Source: an optimization exercise on an open RTL-to-GDS flow (aim: small area, a short achievable clock period and few clock cycles per item). Production flows keep margins and buffers that such runs may drop.
Function was checked by simulation only, so behaviour that the tests miss may differ from the original.

==> inputs of job 2533 <==
## prince_enc
module prince_enc (
    input  wire         clk,
    input  wire         rst,         
    input  wire         in_valid,
    output wire         in_ready,
    input  wire [63:0]  plaintext,
    input  wire [127:0] key,         
    output wire         out_valid,
    output wire [63:0]  ciphertext
);
    assign in_ready = 1'b1;
    reg [4:0] vld;
    always @(posedge clk) begin
        if (rst) vld <= 5'b0;
        else vld <= {vld[3:0], in_valid};
    end
    assign out_valid = vld[4];
    wire [63:0] s0;
    assign s0 = plaintext ^ key[127:64] ^ key[63:0];
    reg [63:0] st0;
    reg [63:0] k0_0, k1_0;
    always @(posedge clk) begin
        st0 <= s0;
        k0_0 <= key[127:64];
        k1_0 <= key[63:0];
    end
    wire [63:0] s1;
    assign s1[60] = (~st0[60] & st0[61] & st0[62]) | (~st0[60] & st0[61] & ~st0[63]) | (st0[60] & ~st0[61] & st0[63]) | (~st0[61] & ~st0[62] & ~st0[63]) | (st0[61] & st0[62] & ~st0[63]);
    assign s1[61] = (~st0[60] & ~st0[61]) | (~st0[61] & ~st0[62]) | (~st0[62] & ~st0[63]);
    assign s1[62] = (st0[60] & ~st0[61]) | (~st0[61] & st0[63]) | (st0[62] & st0[63]);
    assign s1[63] = (~st0[60] & st0[61] & st0[63]) | (~st0[60] & st0[62]) | (~st0[61] & ~st0[63]);
  ...
==> flow/config.mk <==
export PLATFORM = sky130hd
export DESIGN_NAME = prince_enc
export DESIGN_NICKNAME = prince_enc
export VERILOG_FILES = /design/flow/design.v
export SDC_FILE = /design/flow/constraint.sdc
export NUM_CORES = 4
export LEC_CHECK = 0
export CAP_MARGIN = 20
export CORE_MARGIN = 2
export CORE_UTILIZATION = 60
export PLACE_DENSITY = 0.72
export SLEW_MARGIN = 20
==> flow/constraint.sdc <==
create_clock -name core_clock -period 22.0 [get_ports {clk}]
set_input_delay 4.4000 -clock core_clock [delete_from_list [all_inputs] [get_ports {clk}]]
set_output_delay 4.4000 -clock core_clock [all_outputs]
set_load 0.01 [all_outputs]
standard.sh (not shown) runs the stock make flow with config.mk's settings and CLKGATE_MAP_FILE= SYNTH_SCRIPT=/design/flow/synth_recipe.tcl, a recipe that flattens the netlist after the stock synthesis.
==> flow/flow/run.sh <==
#!/bin/bash
# Own layout flow: the standard flow, with three changes.
#  1. After the standard synthesis, the combinational logic is re-mapped for
#     area by ABC (flow/resynth.ys.in); registers keep their names and cells.
#  2. repair_timing aims for MARGIN ns of setup slack, so the flow sizes the
#     critical paths instead of stopping at the 22 ns constraint.
#  3. Ports are buffered with buf_1 (repair upsizes where needed).
set -euo pipefail
MARGIN=16.8
VARS=(SETUP_SLACK_MARGIN=$MARGIN "BUFFER_PORTS_ARGS=-buffer_cell sky130_fd_sc_hd__buf_1")
bash standard.sh "${VARS[@]}" synth > standard_synth.log 2>&1
R=orfs/results/${FLOW_PLATFORM:-sky130hd}/prince_enc/base
LIB=$FLOW_HOME/platforms/sky130hd/lib/sky130_fd_sc_hd__tt_025C_1v80.lib
YOSYS=$(command -v yosys || echo "$FLOW_HOME/../tools/install/yosys/bin/yosys")
cp $R/1_2_yosys.v standard_1_2_yosys.v
printf 'set_driving_cell sky130_fd_sc_hd__buf_1\nset_load 5\n' > resynth.constr
sed -e "s#@LIB@#$LIB#g" -e "s#@IN@#standard_1_2_yosys.v#" -e "s#@TOP@#${FLOW_TOP:-prince_enc}#" \
    -e "s#@CONSTR@#resynth.constr#" -e "s#@D@#5000#" -e "s#@OUT@#resynth.v#" flow/resynth.ys.in > resynth.ys
"$YOSYS" -l resynth.log -q resynth.ys > /dev/null 2>&1
cp resynth.v $R/1_2_yosys.v
rm -f $R/1_synth.odb $R/1_synth.sdc
bash standard.sh "${VARS[@]}" finish > standard_finish.log 2>&1
==> flow/flow/resynth.ys.in <==
# Re-map the combinational logic of the standard synthesis netlist for area
# with ABC; flip-flops and tie cells are kept as they are (same instances,
# same names and cell types).
read_liberty -overwrite -ignore_miss_func @LIB@
read_verilog @IN@
hierarchy -top @TOP@
setattr -mod -set keep_hierarchy 1 sky130_fd_sc_hd__df* sky130_fd_sc_hd__conb_1
flatten
opt_clean -purge
abc -liberty @LIB@ -dont_use sky130_fd_sc_hd__probe_p_8 -dont_use sky130_fd_sc_hd__probec_p_8 -dont_use *lpflow* -constr @CONSTR@ -D @D@ -script "+strash; &get -n; &st; &syn2; &dch -f; &nf -R 1000; &put; topo; stime -c"
opt_clean -purge
blackbox sky130_fd_sc_hd__df* sky130_fd_sc_hd__conb_1
stat -liberty @LIB@
write_verilog -noattr -nohex -nodec @OUT@
==> inputs of job 425, as changes to job 2533 <==
==> flow/flow/run.sh (replaced) <==
#!/bin/bash
# Standard ORFS layout with two changes: repair_timing aims for 16.8 ns of setup
# slack (so the flow sizes the critical paths instead of stopping at the 22 ns
# constraint), and ports are buffered with buf_1 (repair upsizes where needed).
set -euo pipefail
bash standard.sh SETUP_SLACK_MARGIN=16.8 "BUFFER_PORTS_ARGS=-buffer_cell sky130_fd_sc_hd__buf_1" finish > standard_finish.log 2>&1
removed: flow/flow/resynth.ys.in
==> inputs of job 6915, as changes to job 2533 <==
==> flow/flow/run.sh (replaced) <==
#!/bin/bash
# Standard ORFS layout with two changes: repair_timing aims for 16.8 ns of setup
# slack (so the flow sizes the critical paths instead of stopping at the 22 ns
# constraint), and ports are buffered with buf_1 (repair upsizes where needed).
set -euo pipefail
bash standard.sh SETUP_SLACK_MARGIN=16.8 "BUFFER_PORTS_ARGS=-buffer_cell sky130_fd_sc_hd__buf_1" finish > standard_finish.log 2>&1
- CTS_BUF_LIST: unset -> sky130_fd_sc_hd__clkbuf_8
removed: flow/flow/resynth.ys.in
==> summary of the runs <==
- Maximum frequency: job 6915 < job 425 < job 2533.
- Against job 2533, the first-iteration DRC count of job 425 is larger by about 19%.
- Against job 425, the final area of job 2533 is smaller by about 8%.
- Between job 2533 and job 425, the lower synthesized area is in job 2533 (gap 9.7%, measured against job 425).
- In job 425 the worst setup slack is higher than in job 6915, by 0.16 ns.
- In flip-flop and latch count, job 2533 and job 6915 do not differ.
- Sequential share of layout area: job 425 < job 6915 < job 2533.
==> figures <==
Result of the run: job 2533 complete, no violations; job 6915 complete, no violations; job 425 complete, no violations
Synth cell types: job 2533 -; job 6915 105; job 425 105
Starting DRC count in detailed routing: job 2533 3,476; job 6915 3,988; job 425 4,130
Die Area: job 2533 80,800 um2; job 6915 89,400 um2; job 425 89,400 um2
Final area over synthesized area: job 2533 1.124x; job 6915 1.104x; job 425 1.106x
Post-route cell area: job 2533 53,000 um2; job 6915 57,700 um2; job 425 57,700 um2
Cell row count: job 2533 102; job 6915 108; job 425 108
Data arrival time of the critical path: job 2533 1.12 ns; job 6915 1.31 ns; job 425 1.15 ns
Worst slack on hold paths: job 2533 0.298 ns; job 6915 0.306 ns; job 425 0.257 ns
Plain + repair buffers: job 2533 263; job 6915 259; job 425 259
Wire length on met2: job 2533 72,600 um; job 6915 77,600 um; job 425 77,300 um
Launching point of the worst reg2reg path: job 2533 k1_1[61]; job 6915 k1_1[6]; job 425 k1_1[4]
Multi-input combinational gate total: job 2533 4,333; job 6915 4,373; job 425 4,373
Max transition margin: job 2533 37.0%; job 6915 21.7%; job 425 24.1%
DP HPWL: job 2533 130,000 um; job 6915 139,000 um; job 425 139,000 um
Sequential share of cell area: job 2533 31.7%; job 6915 29.1%; job 425 29.1%
Testbench counts of job 2533, summed over its fixed seeds: cycles 2,088, items 2,048.
Testbench counts of job 425, summed over its fixed seeds: cycles 2,088, items 2,048.
Testbench counts of job 6915, summed over its fixed seeds: cycles 2,088, items 2,048.

==> re-timing with driven ports <==
No port has a modelled driver above. Below, the same layouts with a new extraction and two added sets of constraints.
Step 1 sets driving cells, clkbuf_16 on the clock port and buf_2 on the other inputs (assumed; they add their load-dependent delay and slew).
Step 2, shift: input delay + t, output delay - t, t = (earliest + latest rising clock arrival at the registers) / 2. This alone moves slack from input paths to output paths.
Slacks: ideal ports / drivers / drivers and shift; pairs: ideal ports / drivers.
run | t, ns | slack for setup (ns) | slew at the worst register clock pin (ns)
job 2533 | 0.740 | 16.484 / 16.412 / 16.986 | 0.07 / 0.07
job 425 | 0.750 | 16.451 / 16.381 / 16.727 | 0.07 / 0.07
job 6915 | 0.891 | 16.294 / 16.228 / 16.674 | 0.09 / 0.09
After both steps setup and hold are still met in every run listed.
